This is an optimization exercise on Yosys and OpenROAD, whose aim is small area, not a production implementation.
Only simulation tests tie the RTL to the original design; equivalence was not proved.
Power figures rest on the tool's default switching activity, not on a simulated workload.

==> flow/design.v <==
module ROM_COS(clka, ena, addra, douta);
input clka, ena;
input [9:0] addra;
output [11:0] douta;
assign douta = 12'd0;
endmodule
module ROM_SINE(clka, ena, addra, douta);
input clka, ena;
input [9:0] addra;
output [11:0] douta;
assign douta = 12'd0;
endmodule
module NCO(clk, rst, en, ncos, nsin);
input clk, rst, en;
output [11:0] ncos, nsin;
assign ncos = 12'd0;
assign nsin = 12'd0;
endmodule
module CO(clk, rst, en, I, Q, I_ro, Q_ro);
input clk, rst, en;
input [1:0] I;
input [1:0] Q;
output [13:0] I_ro;
output [13:0] Q_ro;
function [7:0] ADD; input [7:0] x; input [7:0] y; input ci;
  integer i; reg cy;
  begin
    cy = ci;
    for (i = 0; i < 8; i = i + 1) begin
      ADD[i] = x[i] ^ y[i] ^ cy;
      cy = (x[i] & y[i]) | (cy & (x[i] ^ y[i]));
    end
  end
endfunction
function [7:0] CNEG; input [7:0] x; input n;
  integer i; reg any;
  begin
    any = 1'b0;
    for (i = 0; i < 8; i = i + 1) begin
      CNEG[i] = x[i] ^ (n & any);
      any = any | x[i];
    end
  end
endfunction
function [7:0] MUL; input [1:0] k; input [5:0] s;
  MUL = ({8{k[1]}} & {1'b0, s, 1'b0}) | ({8{k[0]}} & {2'b0, s});
endfunction
reg [1:0] q;
reg p;
reg [6:0] xb;                
wire [6:0] x = ~xb;
reg [1:0] It, Qt;
integer j;
reg [6:0] xn;
reg cy;
always @(*) begin
  cy = 1'b1;
  for (j = 0; j < 7; j = j + 1) begin
    xn[j] = x[j] ^ cy;
    cy = cy & (x[j] ^ p);
  end
end
wire w = x[0] & (&(x[6:1] ^ {6{p}}));
always @(posedge clk or posedge rst) begin
  if (rst) begin
    q <= 2'd0;
    p <= 1'b0;
    xb <= 7'd0;
    It <= 2'd0;
    Qt <= 2'd0;
  end else begin
    q <= {q[1] ^ (q[0] & p & w), q[0] ^ (p & w)};
    p <= p ^ w;
    xb <= ~xn;
    It <= I;
    Qt <= Q;
  end
end
wire s = p & ~(|x);
wire [5:0] bt;
wire [4:0] st;
BIGT u_big(.a(x), .y(bt));
SMALLT u_small(.a(x), .y(st));
wire [5:0] A = s ? 6'd28 : bt;
wire [5:0] B = s ? 6'd28 : {1'b0, st};
wire sw = p ^ q[0];
wire cneg = q[1] ^ q[0];
wire sneg = q[1];
wire [1:0] mi = {It[1] & ~It[0], It[0]};    
wire [1:0] mq = {Qt[1] & ~Qt[0], Qt[0]};    
wire ic = It[1] ^ cneg, is = It[1] ^ sneg;   
wire qc = Qt[1] ^ cneg, qs = Qt[1] ^ sneg;   
wire [1:0] ia = sw ? mq : mi;
wire [1:0] ib = sw ? mi : mq;
wire isa = sw ? ~qs : ic;
wire isb = sw ? ic : ~qs;
wire qsa = sw ? is : qc;
wire qsb = sw ? qc : is;
wire [5:0] fi = {isa, isa ^ isb, ib, ia};
wire [5:0] fq = {qsa, qsa ^ qsb, ia, ib};
wire [7:0] wi = ADD(MUL(fi[1:0], A), MUL(fi[3:2], B) ^ {8{fi[4]}}, fi[4]);
wire [7:0] wq = ADD(MUL(fq[1:0], A), MUL(fq[3:2], B) ^ {8{fq[4]}}, fq[4]);
reg [7:0] ir, qr;
always @(posedge clk or posedge rst) begin
  if (rst) begin
    ir <= 8'd0;
    qr <= 8'd0;
  end else if (en) begin
    ir <= CNEG(wi, fi[5]);
    qr <= CNEG(wq, fq[5]);
  end
end
assign I_ro = {{6{ir[7]}}, ir};
assign Q_ro = {{6{qr[7]}}, qr};
endmodule
module BIGT(a, y);
  input [6:0] a;
  output [5:0] y;
  wire new_n14, new_n15, new_n16, new_n17, new_n18, new_n19, new_n20,
    new_n21, new_n22, new_n23, new_n24, new_n25, new_n26, new_n27, new_n28,
    new_n29, new_n30, new_n31, new_n32, new_n33, new_n34, new_n35, new_n36,
    new_n37, new_n38, new_n39, new_n40, new_n42, new_n43, new_n44, new_n45,
    new_n46, new_n47, new_n48, new_n50, new_n51, new_n52;
  assign new_n14 = ~a[0] & ~a[1];
  assign new_n15 = a[2] & ~new_n14;
  assign new_n16 = a[0] & a[1];
  assign new_n17 = ~a[1] & a[5];
  assign new_n18 = ~a[4] & ~new_n17;
  assign new_n19 = ~new_n16 & ~new_n18;
  assign new_n20 = new_n15 & ~new_n19;
  assign new_n21 = ~a[3] & ~new_n20;
  assign new_n22 = ~a[5] & ~new_n16;
  assign new_n23 = a[3] & new_n15;
  assign new_n24 = ~new_n22 & new_n23;
  assign new_n25 = ~new_n21 & ~new_n24;
  assign new_n26 = a[6] & ~new_n25;
  assign new_n27 = a[0] & a[6];
  assign new_n28 = ~a[1] & ~a[2];
  assign new_n29 = ~new_n27 & new_n28;
  assign new_n30 = a[3] & a[4];
  assign new_n31 = ~new_n29 & new_n30;
  assign new_n32 = a[5] & new_n31;
  assign new_n33 = ~new_n26 & ~new_n32;
  assign new_n34 = ~a[4] & ~new_n24;
  assign new_n35 = a[5] & ~new_n34;
  assign new_n36 = ~a[5] & new_n34;
  assign new_n37 = ~new_n35 & ~new_n36;
  assign new_n38 = a[6] & new_n37;
  assign new_n39 = ~a[5] & ~a[6];
  assign new_n40 = ~new_n31 & new_n39;
  assign y[2] = ~new_n38 & ~new_n40;
  assign new_n42 = new_n37 & y[2];
  assign new_n43 = new_n33 & ~new_n42;
  assign new_n44 = a[2] & ~a[3];
  assign new_n45 = ~new_n16 & ~new_n44;
  assign new_n46 = a[4] & a[5];
  assign new_n47 = ~new_n45 & new_n46;
  assign new_n48 = new_n26 & new_n47;
  assign y[0] = ~new_n43 & ~new_n48;
  assign new_n50 = new_n31 & ~new_n33;
  assign new_n51 = a[6] & new_n34;
  assign new_n52 = ~new_n40 & ~new_n51;
  assign y[1] = ~new_n50 & new_n52;
  assign y[4] = a[6] & new_n35;
  assign y[3] = new_n40 | y[4];
  assign y[5] = ~y[4];
endmodule
module SMALLT(a, y);
  input [6:0] a;
  output [4:0] y;
  wire new_n13, new_n14, new_n15, new_n16, new_n17, new_n18, new_n19,
    new_n20, new_n21, new_n22, new_n23, new_n24, new_n25, new_n26, new_n27,
    new_n28, new_n29, new_n30, new_n31, new_n32, new_n33, new_n34, new_n35,
    new_n36, new_n37, new_n38, new_n39, new_n40, new_n41, new_n42, new_n43,
    new_n44, new_n45, new_n46, new_n47, new_n49, new_n50, new_n51, new_n52,
    new_n53, new_n54, new_n55, new_n57, new_n58, new_n59, new_n60, new_n61,
    new_n62, new_n63, new_n65, new_n66, new_n67, new_n69;
  assign new_n13 = ~a[1] & a[4];
  assign new_n14 = ~a[0] & new_n13;
  assign new_n15 = a[3] & a[5];
  assign new_n16 = new_n14 & new_n15;
  assign new_n17 = a[0] & ~a[3];
  assign new_n18 = ~new_n13 & new_n17;
  assign new_n19 = ~a[1] & ~a[5];
  assign new_n20 = ~a[4] & ~new_n19;
  assign new_n21 = a[6] & ~new_n20;
  assign new_n22 = ~new_n18 & new_n21;
  assign new_n23 = ~new_n16 & ~new_n22;
  assign new_n24 = a[3] & ~a[5];
  assign new_n25 = a[2] & ~new_n24;
  assign new_n26 = new_n14 & ~new_n25;
  assign new_n27 = ~a[3] & a[5];
  assign new_n28 = ~a[2] & ~new_n27;
  assign new_n29 = ~new_n26 & ~new_n28;
  assign new_n30 = ~new_n23 & ~new_n29;
  assign new_n31 = ~a[5] & a[6];
  assign new_n32 = a[2] & ~new_n31;
  assign new_n33 = ~a[5] & ~a[6];
  assign new_n34 = ~a[4] & ~new_n28;
  assign new_n35 = ~new_n33 & ~new_n34;
  assign new_n36 = ~a[3] & a[6];
  assign new_n37 = ~a[0] & ~new_n36;
  assign new_n38 = a[1] & ~new_n37;
  assign new_n39 = ~new_n35 & new_n38;
  assign new_n40 = ~new_n32 & ~new_n39;
  assign new_n41 = ~a[4] & new_n36;
  assign new_n42 = a[5] & ~new_n41;
  assign new_n43 = a[0] & a[1];
  assign new_n44 = new_n32 & new_n43;
  assign new_n45 = ~new_n42 & new_n44;
  assign new_n46 = new_n23 & ~new_n45;
  assign new_n47 = ~new_n40 & new_n46;
  assign y[0] = new_n30 | new_n47;
  assign new_n49 = ~new_n30 & ~new_n45;
  assign new_n50 = a[5] & a[6];
  assign new_n51 = new_n49 & ~new_n50;
  assign new_n52 = ~new_n49 & new_n50;
  assign new_n53 = ~new_n51 & ~new_n52;
  assign new_n54 = ~a[3] & ~new_n53;
  assign new_n55 = a[3] & new_n53;
  assign y[1] = ~new_n54 & ~new_n55;
  assign new_n57 = a[3] & ~a[6];
  assign new_n58 = ~new_n36 & ~new_n57;
  assign new_n59 = ~new_n51 & ~new_n58;
  assign new_n60 = ~a[4] & ~new_n59;
  assign new_n61 = a[4] & ~new_n15;
  assign new_n62 = new_n59 & new_n61;
  assign new_n63 = ~new_n52 & ~new_n62;
  assign y[2] = ~new_n60 & new_n63;
  assign new_n65 = a[4] & new_n57;
  assign new_n66 = ~new_n41 & ~new_n65;
  assign new_n67 = ~new_n49 & ~new_n66;
  assign y[3] = new_n42 | new_n67;
  assign new_n69 = ~a[5] & new_n67;
  assign y[4] = a[6] & ~new_n69;
endmodule
==> flow/flow/run.sh <==
#!/bin/bash
# Own layout flow: the standard layout (standard.sh), with these changes:
#  - synthesis maps with an area-only ABC script (flow/abc_area.script) instead of
#    ORFS's, which sizes and buffers for speed; everything else in synthesis is
#    the standard script (synth_recipe.tcl), so the registers are the same;
#  - synthesis extracts no full-adder cells (ADDER_MAP_FILE empty): ABC maps the
#    adders as gates, whose carry chain is faster than the full-adder cell's;
#  - port buffering uses the smallest buffer cell (every port still gets one);
#  - clock tree synthesis takes its arguments from flow/cts_args.txt (no dummy
#    loads, small clock buffers);
#  - global placement removes synthesis's buffers also when it is not timing
#    driven (GPL_TIMING_DRIVEN 0 in config.mk).
# ORFS writes each step's full log under orfs/logs; the make output of each
# standard.sh call goes to flow_synth.log and flow_finish.log here.
set -euo pipefail
W=$PWD
rm -rf "$W/myscripts"
cp -r "$FLOW_HOME/scripts" "$W/myscripts"
cp "$W/flow/abc_area.script" "$W/myscripts/abc_area.script"
sed -i '0,/^if { $::env(GPL_TIMING_DRIVEN) } {$/s//if { 1 } {/' "$W/myscripts/global_place.tcl"
export SCRIPTS_DIR="$W/myscripts"
export ADDER_MAP_FILE=
export BUFFER_PORTS_ARGS="-buffer_cell sky130_fd_sc_hd__buf_1"
if [[ -f "$W/flow/cts_args.txt" ]]; then
  CTS_ARGS="$(tr '\n' ' ' < "$W/flow/cts_args.txt")"
  export CTS_ARGS
fi
bash "$W/standard.sh" synth > "$W/flow_synth.log" 2>&1
bash "$W/standard.sh" finish > "$W/flow_finish.log" 2>&1
test -f "$W/out/final.def"
==> flow/flow/abc_area.script <==
strash
dch
amap
topo
==> flow/flow/cts_args.txt <==
-sink_clustering_enable -repair_clock_nets -buf_list sky130_fd_sc_hd__clkbuf_4 -dont_use_dummy_load
==> flow/standard.sh <==
#!/bin/bash
# synth_recipe.tcl (not shown) runs the flow's synth.tcl, then flattens the netlist and writes it again
# the make line also repeats each setting of config.mk as NAME=value (left out here)
make -C /OpenROAD-flow-scripts/flow DESIGN_CONFIG=/design/flow/config.mk WORK_HOME=/design/flow/orfs CLKGATE_MAP_FILE= SYNTH_SCRIPT=/design/flow/synth_recipe.tcl "${@:-finish}"
==> flow/config.mk <==
export PLATFORM = sky130hd
export DESIGN_NAME = CO
export DESIGN_NICKNAME = CO
export VERILOG_FILES = /design/flow/design.v
export SDC_FILE = /design/flow/constraint.sdc
export NUM_CORES = 4
export LEC_CHECK = 0
export ABC_AREA = 1
export CAP_MARGIN = 20
export CORE_MARGIN = 2
export CORE_UTILIZATION = 40
export GPL_TIMING_DRIVEN = 0
export SLEW_MARGIN = 20
export SYNTH_MEMORY_MAX_BITS = 32768
==> flow/constraint.sdc <==
create_clock -name core_clock -period 5.0 [get_ports {clk}]
set_input_delay 1.0000 -clock core_clock [delete_from_list [all_inputs] [get_ports {clk}]]
set_output_delay 1.0000 -clock core_clock [all_outputs]
set_load 0.01 [all_outputs]
==> results of run 1 <==
==> logic make-up after synthesis <==
kind of cell	after synthesis	synth area share
AOI/OAI and AO/OA	152	0.372
and+or+nand+nor	139	0.231
buffers and inverters	42	0.0842
DFF	30	0.312
==> worst max path at each step <==
stage	from	endpoint	depth (start not counted)
detailed placement	q[1]	qr[7]	22
CTS	xb[3]	qr[7]	23
finish	xb[5]	qr[7]	24
global route	q[1]	qr[7]	23
global placement	q[1]	qr[7]	23
floorplan	q[1]	qr[7]	23
==> cell type report <==
type / count / area (sq um) / area share
repair buffers: 43 / 215 / 0.0790
flip-flops and latches: 30 / 754 / 0.277
well taps: 75 / 93.8 / 0.0345
multi-input cells: 291 / 1500 / 0.550
clock buffers: 5 / 37.5 / 0.0138
inverters: 30 / 124 / 0.0455
==> worst register-to-register path, delay by kind of cell (launching register included) <==
kind	cells	cell delay, ns
AND/OR/NAND/NOR	11	1.50
flip-flops	1	0.52
buffers and inverters	1	0.24
AO/OA/AOI/OAI	12	2.01
==> state kept, by name (all words and copies together) (netlist names) <==
| signal | flops |
|---|---|
| It | 2 |
| Qt | 2 |
| ir | 8 |
| p | 1 |
| q | 2 |
| qr | 8 |
| xb | 7 |
==> cells in the final DEF (no fill, tap or decap), types with 3 or more instances in the layout <==
cell type,n
buf_1,34
a21oi_1,26
and2_0,3
o21a_1,13
dfrtp_2,3
or2_0,3
o22ai_1,31
a31oi_1,3
o22a_1,3
nor3_1,4
nand2_1,67
dfrtp_1,27
o21ai_1,7
clkinvlp_4,3
clkinv_1,27
a211oi_1,5
o22ai_2,3
nor2_1,54
buf_4,8
clkbuf_4,5
o21ai_0,50
==> power by group through the flow <==
stage | Sequential [mW] | Clock [mW] | Combinational [mW]
4_1_cts | 0.282 | 0.131 | 0.182
6_report | 0.281 | 0.125 | 0.186
5_1_grt | 0.286 | 0.140 | 0.217
2_1_floorplan | 0.297 | 0 | 0.137
3_3_place_gp | 0.285 | 0 | 0.176
3_5_place_dp | 0.286 | 0 | 0.180
==> metal layers <==
metal / GRT usage / part of all wire / vias to the layer above
met5: 0 / 0 / -
met4: 0.0729 / 0.025 / 0
met3: 0.0297 / 0.046 / 10
met2: 0.278 / 0.44 / 61
met1: 0.238 / 0.49 / 1084
li1: - / - / 1373
==> synthesized netlist by cell type, drive strengths merged (2+ instances only) <==
library cell / number
or2: 3
o22a: 3
a21oi: 26
o21a: 13
a21o: 2
nor2b: 2
nand2: 67
a211oi: 5
and2: 3
nor2: 55
a31oi: 4
dfrtp: 30
nor4: 2
nor3: 5
clkinv: 30
o21ai: 57
o22ai: 35
buf: 12
==> what timing repair did <==
item                                    4_1_cts  5_1_grt
endpoints found under the setup margin        1        6
setup buffers                                 0        8
gates cloned                                  0        0
gates resized for setup                       1       20
==> impl_metrics.csv, run 1 <==
group,metric,value,unit
clocking,cts_root_buffer,"clkbuf_4",
detailed_routing,drc,0,
yosys,synth_edf_count,0,
final_layout,drive_gt1_frac,0.0677,
worst_setup_path,critPathTopFamily,"compound AO/OA/AOI/OAI gates",
clocking,htree_num_levels,2,
worst_setup_path,cpMostUsedCell,"o21ai_0",
yosys,synth_area_per_cell,6.63,sq um
worst_setup_path,critPathArrivalTime,4.59,ns
worst_setup_path,crit_slowest_cell,"dfrtp_2",
worst_setup_path,crit_path_start_kind,"flip-flop",
yosys,netlist_area,2410,sq um
die,die_x,81.6,microns
detailed_routing,viasPerCell,5.33,
yosys,synthCells,363,
pwr,switchingPower,0.210,mW
min_path,min_to,"ir[3]",
min_path,hp-start,"ir[3]",
status,outcome,"complete, no violations",
pwr,vdd_drop_max,0.130,mV
sta,hold_slack,0.482,ns
pwr,power_density,217,nW/um^2
pwr,seqPwrFrac,0.475,
worst_setup_path,r2r_setup_slack,0.63,ns
flow_run,cap_violations,0,
yosys,synth_async_sr_flop_share,1.00,
pwr,p_comb_frac,0.314,
detailed_routing,routed_wl,5690,microns
final_layout,nFillCells,604,
worst_setup_path,critPathBufInv,1,
worst_setup_path,r2r_end,"qr[7]",
final_layout,layout.nets,408,
sta,worstMarginPinSlew,0.940,ns
sta,timing.final.crit_share,0.874,
global_route,antenna_found_initial,0,
yosys,synthTopCellsByArea,"dfrtp_1 (31%), o21ai_0 (12%), nand2_1 (10%)",
die,coreArea,5850,sq um
sta,hold_viol_final,0,
worst_setup_path,cpPeakStageDelay,0.52,ns
sta,slew_headroom,0.368,
detailed_routing,postRouteAntennaNets,0,
global_route,grt_start_max_net_pins,28,
min_path,holdPathStages,2,
clocking,clk_latency,0.34,ns
worst_setup_path,r2r_cells,24,
final_layout,design_area,2720,sq um
global_route,grt_pass1_wl,9340,microns
placed_design,place_ws,-0.0169,ns
clocking,hold_buffers,0,
worst_setup_path,cp_cell_sequence,"clkinv_1, a21oi_1, o21ai_0, nor2_1, nor2_1, nand2_1, o21ai_0, or3_1, a31oi_2, o22ai_1, o21ai_0, nand2_1, o21a_1, nand2_1, nand2_1, o21ai_1, a41oi_1, nor2_1, o21ai_0, nor2_1, nor2_1, nand2_1, o21ai_0, o21ai_0",
sta,final-max-slew-violation-count,0,
sta,fin_setup_tns,0,ns
placed_design,gp_congestion,0.921,
worst_setup_path,critical_path_required,5.23,ns
global_route,gr-total-overflow,0,
pwr,p_total,0.592,mW
die,fp-row-count,28,
clocking,clk_pin_slew,0.11,ns
worst_setup_path,worst-setup-path-type,"flip-flop to flip-flop",
clocking,clk_path_buf_depth,2,
die,dieArea,6650,sq um
detailed_routing,wire_per_inst,12.0,microns
sta,rsz0062_at_grt,"false",
final_layout,final_cells,474,
die,initial_core_util,0.411,
clocking,numCtsBuffers,5,
placed_design,portBuffers,34,
die,die_h,81.6,microns
pwr,cellLeakagePower,1.01,nW
sta,finalSetupViolations,0,
yosys,yosysTopAreaCell,"dfrtp_1",
placed_design,place_area,2560,sq um
placed_design,place_inst,461,
die,io_pins,35,
worst_setup_path,cp-end-kind,"flip-flop",
pwr,internal_power,0.382,mW
pwr,clkPwrFrac,0.210,
sta,worst_slack,0.632,ns
min_path,hp-class,"flip-flop to flip-flop",
yosys,syn_nets,370,
sta,fin_crit,4.37,ns
yosys,ys_types,27,
detailed_routing,drtPass1Iterations,4,
yosys,ys.flop_type,"dfrtp_1",
clocking,tritoncts,"built",
worst_setup_path,cp_max_fo,14,
pwr,swShare,0.355,
yosys,synth.top_cell.area_share,0.312,
final_layout,num_antenna_cells,0,
global_route,first_global_vias,2122,
sta,fin_worst_skew,0.0344,ns
global_route,grtUsageTotal,0.176,
detailed_routing,num_vias,2528,
final_layout,post-route-util,0.466,
placed_design,post-dp-hpwl,4280,microns
clocking,cts.sinks,30,
worst_setup_path,timing.rr.start,"xb[5]",
sta,max_freq,0.229,GHz
detailed_routing,drt_iter0_drc,114,
yosys,ys_ff_latch,30,
final_layout,area_delta_synth_final,13.2,%
yosys,ys_warn_count,1,
yosys,yosysSeqAreaShare,0.312,
==> run 2: changes to the inputs <==
--- a/flow/flow/run.sh
+++ b/flow/flow/run.sh
@@ -9,6 +9,6 @@
 #  - clock tree synthesis takes its arguments from flow/cts_args.txt (no dummy
 #    loads, small clock buffers);
-#  - global placement removes synthesis's buffers also when it is not timing
-#    driven (GPL_TIMING_DRIVEN 0 in config.mk).
+#  - timing-driven global placement does not keep the buffers of its virtual
+#    repair (GPL_KEEP_OVERFLOW 0); the later repair steps still run.
 # ORFS writes each step's full log under orfs/logs; the make output of each
 # standard.sh call goes to flow_synth.log and flow_finish.log here.
@@ -18,7 +18,7 @@
 cp -r "$FLOW_HOME/scripts" "$W/myscripts"
 cp "$W/flow/abc_area.script" "$W/myscripts/abc_area.script"
-sed -i '0,/^if { $::env(GPL_TIMING_DRIVEN) } {$/s//if { 1 } {/' "$W/myscripts/global_place.tcl"
 export SCRIPTS_DIR="$W/myscripts"
 export ADDER_MAP_FILE=
+export GPL_KEEP_OVERFLOW=0
 export BUFFER_PORTS_ARGS="-buffer_cell sky130_fd_sc_hd__buf_1"
 if [[ -f "$W/flow/cts_args.txt" ]]; then
--- a/flow/config.mk
+++ b/flow/config.mk
@@ -10,5 +10,4 @@
 export CORE_MARGIN = 2
 export CORE_UTILIZATION = 40
-export GPL_TIMING_DRIVEN = 0
 export SLEW_MARGIN = 20
 export SYNTH_MEMORY_MAX_BITS = 32768
==> impl_metrics.csv, run 2 <==
group,metric,value,unit
status,outcome,"complete, no violations",
worst_setup_path,cp-end-kind,"flip-flop",
clocking,htree_num_levels,2,
final_layout,post-route-util,0.459,
yosys,ys.flop_type,"dfrtp_1",
global_route,first_global_vias,2128,
sta,hold_slack,0.483,ns
final_layout,top_regs,"ir: 8 flops, qr: 8 flops, xb: 7 flops",
sta,fin_crit,4.45,ns
yosys,ys_types,27,
pwr,switchingPower,0.211,mW
detailed_routing,routed_wl,5890,microns
worst_setup_path,critPathBufInv,1,
global_route,grt_start_max_net_pins,31,
worst_setup_path,cpPeakStageDelay,0.45,ns
clocking,tritoncts,"built",
clocking,clk_latency,0.34,ns
die,dieArea,6650,sq um
final_layout,final_cells,472,
clocking,cts_root_buffer,"clkbuf_4",
global_route,grtUsageTotal,0.186,
yosys,synthCells,363,
worst_setup_path,timing.rr.start,"xb[3]",
global_route,grt_pass1_wl,9670,microns
die,die_x,81.6,microns
worst_setup_path,crit_slowest_cell,"dfrtp_2",
sta,finalSetupViolations,0,
clocking,clk_pin_slew,0.10,ns
sta,rsz0062_at_grt,"false",
die,die_h,81.6,microns
placed_design,place_ws,-0.0983,ns
pwr,seqPwrFrac,0.479,
die,io_pins,35,
detailed_routing,drtPass1Iterations,4,
yosys,syn_nets,370,
die,initial_core_util,0.411,
yosys,synthTopCellsByArea,"dfrtp_1 (31%), o21ai_0 (12%), nand2_1 (10%)",
min_path,hp-class,"flip-flop to flip-flop",
worst_setup_path,critical_path_required,5.23,ns
final_layout,design_area,2690,sq um
worst_setup_path,cpMostUsedCell,"nor2_1",
pwr,p_total,0.589,mW
detailed_routing,num_vias,2526,
min_path,hp-start,"ir[6]",
clocking,clk_path_buf_depth,2,
sta,hold_viol_final,0,
worst_setup_path,worst-setup-path-type,"flip-flop to flip-flop",
die,fp-row-count,28,
global_route,gr-total-overflow,0,
yosys,synth_async_sr_flop_share,1.00,
pwr,p_comb_frac,0.308,
detailed_routing,drc,0,
final_layout,area_delta_synth_final,11.6,%
yosys,yosysTopAreaCell,"dfrtp_1",
pwr,internal_power,0.378,mW
final_layout,regArea,754,sq um
placed_design,place_area,2540,sq um
final_layout,layout.nets,406,
worst_setup_path,critPathTopFamily,"compound AO/OA/AOI/OAI gates",
sta,worst_slack,0.554,ns
sta,fin_worst_skew,0.0265,ns
worst_setup_path,crit_path_start_kind,"flip-flop",
clocking,cts.sinks,30,
final_layout,final_cell_mix,"nand2_1 (67), nor2_1 (54), o21ai_0 (51)",
final_layout,layout_commonest_cell,"nand2_1",
worst_setup_path,critical_path.startpoint,"xb[3]",
die,coreArea,5850,sq um
yosys,yosysSeqAreaShare,0.312,
sta,slew_headroom,0.392,
yosys,synth_common_cells,"nand2_1 (67), o21ai_0 (57), nor2_1 (55), o22ai_1 (35)",
clocking,numCtsBuffers,5,
pwr,clkPwrFrac,0.214,
detailed_routing,drt_iter0_drc,204,
yosys,synth_area_per_cell,6.63,sq um
detailed_routing,viasPerCell,5.35,
placed_design,gp_congestion,0.958,
pwr,power_density,219,nW/um^2
placed_design,post-dp-hpwl,4340,microns
sta,max_freq,0.225,GHz
detailed_routing,wire_per_inst,12.5,microns
pwr,cellLeakagePower,0.997,nW
final_layout,num_antenna_cells,0,
worst_setup_path,critPathArrivalTime,4.67,ns
final_layout,nFillCells,601,
yosys,ys_ff_latch,30,
placed_design,place_inst,460,
final_layout,drive_gt1_frac,0.0630,
worst_setup_path,cp_max_fo,7,
detailed_routing,postRouteAntennaNets,0,
sta,final-max-slew-violation-count,0,
pwr,vdd_drop_max,0.145,mV
flow_run,cap_violations,0,
final_layout,multi_input_area,1490,sq um
yosys,synth.top_cell.area_share,0.312,
pwr,swShare,0.358,
yosys,ys_warn_count,1,
yosys,yosysMostFrequentCell,"nand2_1",
sta,fin_setup_tns,0,ns
yosys,netlist_area,2410,sq um
yosys,synth_edf_count,0,
clocking,hold_buffers,0,
global_route,antenna_found_initial,0,
placed_design,portBuffers,34,
sta,timing.final.crit_share,0.889,
sta,worstMarginPinSlew,0.903,ns
-- run 2: cell types whose count changed in the layout (fill, tap and decap cells not counted), sizes merged --
cell and delta:
buf -2
-- run 2: final timing paths --
path / slack (ns) / cells past startpoint / endpoint
min in group asynchronous: 0.66 / 2 / q[0]
hold / removal: 0.48 / 2 / ir[6]
setup reg to reg: 0.55 / 25 / qr[7]
setup / recovery: 0.55 / 25 / qr[7]
max in group asynchronous: 3.97 / 2 / ir[7]
hold reg to reg: 0.48 / 2 / ir[6]
-- run 2: logic make-up (layout without fill, tap and decap cells) --
kind of cell / Yosys count / after routing / synth area share
compound gates: 152 / 152 / 0.372
simple gates: 139 / 139 / 0.231
buf+inv: 42 / 76 / 0.0842
flops: 30 / 30 / 0.312
-- run 2: routing by layer --
layer | routed length (microns) | track usage | part of all wire
met5 | 0 | 0 | 0
met4 | 65 | 0.0559 | 0.011
met3 | 265 | 0.0352 | 0.045
met2 | 2800 | 0.298 | 0.47
met1 | 2760 | 0.253 | 0.47
-- run 2: power groups by stage --
stage	registers [mW]	logic (mW)	clock network, mW
floorplan	0.297	0.137	0
global placement	0.286	0.177	0
detailed placement	0.287	0.177	0
CTS	0.282	0.179	0.135
global route	0.286	0.213	0.146
finish	0.282	0.181	0.126
-- run 2: worst min-delay path, stage by stage, from the launching register on --
cell	delay, ns
dfrtp_1	0.34
nand2_1	0.05
o21ai_0	0.06
-- run 2: layout make-up --
class,instances,share of cell area
Timing Repair Buffer,41,0.0671
Multi-Input combinational cell,291,0.556
Sequential cell,30,0.281
Clock buffer,5,0.0140
Inverter,30,0.0466
Tap cell,75,0.0349
-- run 2: repair_timing --
action | in CTS | in global routing
endpoints found under the setup margin | 2 | 5
pin swaps | 0 | 0
buffers inserted | 0 | 7
gates resized for setup | 1 | 18
==> run 3: changes to the inputs <==
--- a/flow/config.mk
+++ b/flow/config.mk
@@ -10,4 +10,5 @@
 export CORE_MARGIN = 2
 export CORE_UTILIZATION = 40
+export SETUP_SLACK_MARGIN = -0.3
 export SLEW_MARGIN = 20
 export SYNTH_MEMORY_MAX_BITS = 32768
==> impl_metrics.csv, run 3 <==
group,metric,value,unit
status,outcome,"complete, no violations",
final_layout,design_area,2610,sq um
worst_setup_path,critPathArrivalTime,4.94,ns
detailed_routing,wire_per_inst,12.4,microns
global_route,antenna_found_initial,0,
min_path,holdPathStages,2,
die,io_pins,35,
worst_setup_path,critical_path_required,5.23,ns
final_layout,layout.nets,399,
yosys,yosysMostFrequentCell,"nand2_1",
final_layout,num_antenna_cells,0,
placed_design,gp_congestion,0.958,
detailed_routing,num_vias,2491,
die,initial_core_util,0.411,
final_layout,layout_commonest_cell,"nand2_1",
sta,hold_viol_final,0,
clocking,hold_buffers,0,
global_route,gr-total-overflow,0,
clocking,clk_pin_slew,0.11,ns
final_layout,area_delta_synth_final,8.42,%
worst_setup_path,crit_path_start_kind,"flip-flop",
yosys,synth.top_cell.area_share,0.312,
detailed_routing,viasPerCell,5.36,
sta,fin_crit,4.71,ns
clocking,tritoncts,"built",
yosys,yosysSeqAreaShare,0.312,
yosys,synth_common_cells,"nand2_1 (67), o21ai_0 (57), nor2_1 (55), o22ai_1 (35)",
sta,max_freq,0.212,GHz
pwr,power_density,224,nW/um^2
final_layout,final_cell_mix,"nand2_1 (67), o21ai_0 (56), nor2_1 (55)",
sta,hold_slack,0.482,ns
placed_design,portBuffers,34,
placed_design,place_ws,-0.0983,ns
yosys,ys_types,27,
final_layout,nFillCells,610,
sta,worstMarginPinSlew,0.805,ns
global_route,grt_pass1_wl,9650,microns
clocking,numCtsBuffers,5,
global_route,grt_start_max_net_pins,31,
sta,fin_worst_skew,0.0300,ns
clocking,htree_num_levels,2,
yosys,synth_async_sr_flop_share,1.00,
sta,final-max-slew-violation-count,0,
final_layout,post-route-util,0.446,
final_layout,top_regs,"ir: 8 flops, qr: 8 flops, xb: 7 flops",
yosys,synthCells,363,
yosys,synth_area_per_cell,6.63,sq um
final_layout,drive_gt1_frac,0.0359,
detailed_routing,drt_iter0_drc,176,
worst_setup_path,worst-setup-path-type,"flip-flop to flip-flop",
clocking,cts_resized,0,
yosys,synthTopCellsByArea,"dfrtp_1 (31%), o21ai_0 (12%), nand2_1 (10%)",
die,coreArea,5850,sq um
yosys,ys_ff_latch,30,
final_layout,multi_input_area,1480,sq um
sta,slew_headroom,0.457,
sta,fin_setup_tns,0,ns
final_layout,regArea,754,sq um
pwr,cellLeakagePower,0.967,nW
worst_setup_path,cp_max_fo,16,
placed_design,post-dp-hpwl,4340,microns
min_path,hp-class,"flip-flop to flip-flop",
clocking,cts_root_buffer,"clkbuf_4",
sta,timing.final.crit_share,0.942,
yosys,synth_edf_count,0,
clocking,clk_path_buf_depth,2,
yosys,ys_warn_count,1,
worst_setup_path,r2r_cells,23,
yosys,syn_nets,370,
die,die_h,81.6,microns
global_route,grtUsageTotal,0.185,
global_route,first_global_vias,2119,
clocking,clk_latency,0.34,ns
worst_setup_path,cp-end-kind,"flip-flop",
die,dieArea,6650,sq um
clocking,cts_setup_buffers,0,
sta,worst_slack,0.288,ns
die,fp-row-count,28,
detailed_routing,postRouteAntennaNets,0,
die,die_x,81.6,microns
pwr,vdd_drop_max,0.145,mV
detailed_routing,routed_wl,5770,microns
placed_design,place_area,2540,sq um
yosys,yosysTopAreaCell,"dfrtp_1",
detailed_routing,drc,0,
flow_run,cap_violations,0,
sta,finalSetupViolations,0,
yosys,ys.flop_type,"dfrtp_1",
clocking,cts.sinks,30,
yosys,netlist_area,2410,sq um
detailed_routing,drtPass1Iterations,5,
## run 3: worst paths after layout
path	from	to	slack, ns
setup / recovery	q[1]	qr[7]	0.29
hold / removal	ir[6]	ir[6]	0.48
setup reg to reg	q[1]	qr[7]	0.29
hold reg to reg	ir[6]	ir[6]	0.48
max in group asynchronous	rst	ir[7]	3.96
min in group asynchronous	rst	q[0]	0.66
## run 3: cell families (layout without fill, tap and decap cells)
family | Yosys count | after routing | synth area share
AND/OR/NAND/NOR | 139 | 139 | 0.231
flip-flops | 30 | 30 | 0.312
AO/OA/AOI/OAI | 152 | 152 | 0.372
buffers and inverters | 42 | 69 | 0.0842
## run 3: final cells by class
class | count | share of cell area
clock buffer | 5 | 0.0144
inverter | 30 | 0.0451
multi-input combinational | 291 | 0.566
sequential | 30 | 0.289
tap | 75 | 0.0360
timing repair buffer | 34 | 0.0489
## run 3: metrics by stage
stage               cells  power, mW
floorplan             363      0.434
global placement      460      0.462
detailed placement    460      0.464
CTS                   465      0.595
global route          465      0.640
finish                465      0.584
## run 3: critical path, stage by stage (launching register included)
cell	delay [ns]
dfrtp_1	0.41
clkinv_1	0.12
o22ai_1	0.23
clkinv_1	0.11
o22ai_1	0.25
clkinv_1	0.14
o22ai_2	0.51
clkinv_1	0.53
o21ai_0	0.36
nand2_1	0.11
o21a_1	0.12
nand2_1	0.07
nand2_1	0.07
nand2_1	0.07
nand2_1	0.06
o21ai_0	0.29
a41oi_1	0.22
nor2_1	0.23
o21ai_0	0.14
nor2_1	0.18
nor2_1	0.07
nand2_1	0.09
o21ai_0	0.07
o21ai_0	0.16
## run 3: layer usage
metal,vias up,GRT usage,share of wire
li1,1355,-,-
met1,1086,0.251,0.48
met2,43,0.299,0.47
met3,7,0.0352,0.038
met4,0,0.0542,0.013
met5,-,0,0
## run 3: where the power goes
part | switching [mW] | internal (mW) | total (mW)
sequential | 0.0160 | 0.266 | 0.282
clock | 0.0784 | 0.0469 | 0.125
combinational | 0.114 | 0.0624 | 0.177

==> static timing again, ports no longer ideal <==
How much do the figures lean on ideal ports? The routed layouts below were timed once more, with nothing changed but the port constraints. Step 1, drivers: a clkbuf_16 drives clk and a buf_2 each remaining input, both assumed. Step 2 adds t to the input delays and takes it off the output delays; t is the mean of the earliest and latest rising clock arrival at the registers after step 1. Input paths then give back, and output paths get back, about the clock's delay inside the block. a / b / c = ideal / step 1 / step 2; a / b = the first two.
run | t, ns | setup WS [ns] | hold WS [ns] | worst register clock-pin slew, ns
run 1 | 0.350 | 0.632 / 0.632 / 0.632 | 0.482 / 0.482 / 0.482 | 0.11 / 0.11
run 2 | 0.349 | 0.554 / 0.554 / 0.554 | 0.483 / 0.483 / 0.483 | 0.10 / 0.10
run 3 | 0.348 | 0.288 / 0.288 / 0.288 | 0.482 / 0.482 / 0.482 | 0.11 / 0.11
After both steps every run listed still meets setup and hold.
